Background: an optimization exercise with open tools, aiming at small area. Do not read the settings as production practice. At most, simulation tests tie the RTL to the original design; equivalence was not proved.

==> inputs of build 88 <==
Design fmul, start of the top module:
module fmul (
    input  wire        clk,
    input  wire [31:0] a,
    input  wire [31:0] b,
    output reg  [31:0] s
);
==> flow/config.mk <==
export PLATFORM = sky130hd
export DESIGN_NAME = fmul
export DESIGN_NICKNAME = fmul
export VERILOG_FILES = /design/flow/design.v
export SDC_FILE = /design/flow/constraint.sdc
export NUM_CORES = 4
export LEC_CHECK = 0
export CAP_MARGIN = 20
export CORE_MARGIN = 2
export CORE_UTILIZATION = 40
export SLEW_MARGIN = 20
export SYNTH_HIERARCHICAL = 1
==> flow/constraint.sdc <==
create_clock -name core_clock -period 18.0 [get_ports {clk}]
set_input_delay 3.6000 -clock core_clock [delete_from_list [all_inputs] [get_ports {clk}]]
set_output_delay 3.6000 -clock core_clock [all_outputs]
set_load 0.01 [all_outputs]
run.sh (not shown) runs the stock make flow with config.mk's settings and CLKGATE_MAP_FILE= SYNTH_SCRIPT=/design/flow/synth_recipe.tcl, a recipe that flattens the netlist after the stock synthesis.
==> build 4: changes against build 88 <==
--- a/flow/design.v
+++ b/flow/design.v
@@ -2313,47 +2313,41 @@
   wire [7:0]  eb  = b[30:23];
   wire ea_max = &ea;
   wire eb_max = &eb;
   wire ea_z   = ~|ea;
   wire eb_z   = ~|eb;
-  wire a_nan  = ea_max & (|a[22:0]);
-  wire b_nan  = eb_max & (|b[22:0]);
+  wire nan    = (ea_max & (|a[22:0])) | (eb_max & (|b[22:0])) |
+                (ea_max & eb_z) | (ea_z & eb_max);
+  wire inf    = ea_max | eb_max;
+  wire zer    = ea_z | eb_z;
+  wire [8:0]  es  = {1'b0, ea} + {1'b0, eb} + 9'd1;
+  wire [8:0]  ef  = zer ? 9'd0 : (inf ? 9'd400 : es);
   reg  [25:0] rp;
   reg         rst;
-  reg  [8:0]  re0;
-  reg         rsg, rnan, rinf, rzer;
+  reg  [8:0]  re;
+  reg         rsg, rnan;
   always @(posedge clk) begin
     rp   <= pt[27:2];
     rst  <= pt[1] | pt[0];
-    re0  <= {1'b0, ea} + {1'b0, eb};
-    rsg  <= a[31] ^ b[31];
-    rnan <= a_nan | b_nan | (ea_max & eb_z) | (ea_z & eb_max);
-    rinf <= ea_max | eb_max;
-    rzer <= ea_z | eb_z;
+    re   <= ef;
+    rsg  <= (a[31] ^ b[31]) & ~nan;
+    rnan <= nan;
   end
   wire        p27 = rp[25];
   wire [22:0] fr  = p27 ? rp[24:2] : rp[23:1];
   wire        g   = p27 ? rp[1] : rp[0];
   wire        st  = rst | (p27 & rp[0]);
   wire        rup = g & (fr[0] | st);
   wire [23:0] fi  = {1'b0, fr} + {23'd0, rup};
   wire        rc  = fi[23];
-  wire [8:0]  e   = re0 + {8'd0, p27} + {8'd0, rc};
-  wire [8:0]  em  = e - 9'd127;
-  wire        uf  = (e <= 9'd127);
-  wire        of  = (e > 9'd381);
+  wire [8:0]  xe  = re + {8'd0, p27} + {8'd0, rc};
+  wire        uf  = (xe <= 9'd128);
+  wire        of  = (xe >= 9'd383);
   always @* begin
-    if (rnan)
-      s = 32'h7fffffff;
-    else if (rinf)
-      s = {rsg, 8'hff, 23'd0};
-    else if (rzer || uf)
-      s = {rsg, 31'd0};
-    else if (of)
-      s = {rsg, 8'hff, 23'd0};
-    else
-      s = {rsg, em[7:0], fi[22:0]};
+    s[31]    = rsg;
+    s[30:23] = (rnan | of) ? 8'hff : (uf ? 8'h00 : {~xe[7], xe[6:0]});
+    s[22:0]  = rnan ? 23'h7fffff : ((uf | of) ? 23'd0 : fi[22:0]);
   end
 endmodule
 module fmul_fa (input wire a, input wire b, input wire ci, output wire s, output wire co);
   assign s  = a ^ b ^ ci;
   assign co = (a & b) | (a & ci) | (b & ci);
==> flow/flow/run.sh (new file) <==
#!/bin/bash
# Layout flow: the standard flow (standard.sh, unchanged synthesis) with
# two placement settings changed:
#  - every input and output port is buffered with buf_2 (buffer_ports -buffer_cell)
#  - the buffers Yosys/ABC inserted are removed at floorplan (REMOVE_ABC_BUFFERS),
#    so repair_design re-buffers only where the layout needs it
# All make output goes to standard.log in the work folder; ORFS's per-step logs
# stay under orfs/logs.
set -euo pipefail
cd "$(dirname "$0")/.."
bash standard.sh \
  BUFFER_PORTS_ARGS="-buffer_cell sky130_fd_sc_hd__buf_2" \
  REMOVE_ABC_BUFFERS=1 \
  finish > standard.log 2>&1
==> flow/standard.sh (new file) <==
#!/bin/bash
# synth_recipe.tcl (not shown) runs the flow's synth.tcl, then flattens the netlist and writes it again
# the make line also repeats each setting of config.mk as NAME=value (left out here)
make -C /OpenROAD-flow-scripts/flow DESIGN_CONFIG=/design/flow/config.mk WORK_HOME=/design/flow/orfs CLKGATE_MAP_FILE= SYNTH_SCRIPT=/design/flow/synth_recipe.tcl "${@:-finish}"
- GPL_TIMING_DRIVEN: unset -> 0
removed: flow/run.sh
==> impl_metrics.py <==
metrics = {
    "yosys": {
        "synth_top_area_share_pct": 62.5,
        "synthXorXnorAreaFrac_pct": 2.36,
    },
    "layout": {
        "buffer_area_share_pct": 4.47,
        "utilization_pct": 43.7,
    },
    "placement": {
        "placed_area_um2": 14400,
        "gp_congestion": 0.837,
        "hpwl_um": 29400,
    },
    "timing": {
        "hold_slack_ps": 3560,
    },
    "critical_path": {
        "crit_fanout": 23,
    },
    "run_status": {
        "status": "complete, no violations",
    },
    "global_route": {
        "grt_pass1_wl_um": 64100,
        "antenna_found_initial": 0,
        "grt_max_degree": 34,
    },
    "route": {
        "drt-total-wl_um": 40700,
        "post_drt_via_cell_ratio": 5.57,
    },
}
The numbers above come from build 4.

==> impl_metrics.py <==
metrics = {
    "run_status": {
        "status": "complete, no violations",
    },
    "placement": {
        "placed_area_um2": 15800,
        "gp_congestion": 0.998,
        "hpwl_um": 36100,
    },
    "timing": {
        "hold_slack_ps": 3900,
    },
    "layout": {
        "utilization_pct": 46.6,
        "buffer_area_share_pct": 10.9,
    },
    "global_route": {
        "grt_pass1_wl_um": 70900,
        "antenna_found_initial": 2,
    },
    "yosys": {
        "synthXorXnorAreaFrac_pct": 2.63,
    },
}
The numbers above come from build 88.

For build 4, only the layout was checked, not whether the RTL still works.

afterwards: timing with drivers on the ports:
No port has a modelled driver above. Below, the same layouts with a new extraction and two added sets of constraints. Step 1, drivers: a clkbuf_16 drives clk and a buf_2 each remaining input, both assumed. Step 2 adds t to the input delays and takes it off the output delays; t is the mean of the earliest and latest rising clock arrival at the registers after step 1. Input paths then give back, and output paths get back, about the clock's delay inside the block. Three values: ideal, step 1, step 2; two values: the first two.
| run | t, ns | setup WS [ns] | hold slack, ns | worst setup path after step 2 | worst slew at a driven data input, ns |
|---|---|---|---|---|---|
| build 88 | 0.314 | 0.409 / 0.402 / 0.089 | 3.898 / 3.891 / 4.204 | input to register | 0.16 |
| build 4 | 0.319 | 0.349 / 0.301 / -0.017 | 3.556 / 3.541 / 3.859 | input to register | 0.09 |
With both steps, setup timing fails in build 4, where it was met with ideal ports. For build 4, which loses most, drivers alone change the setup slack by -0.048 ns; drivers and shift together by -0.366 ns.
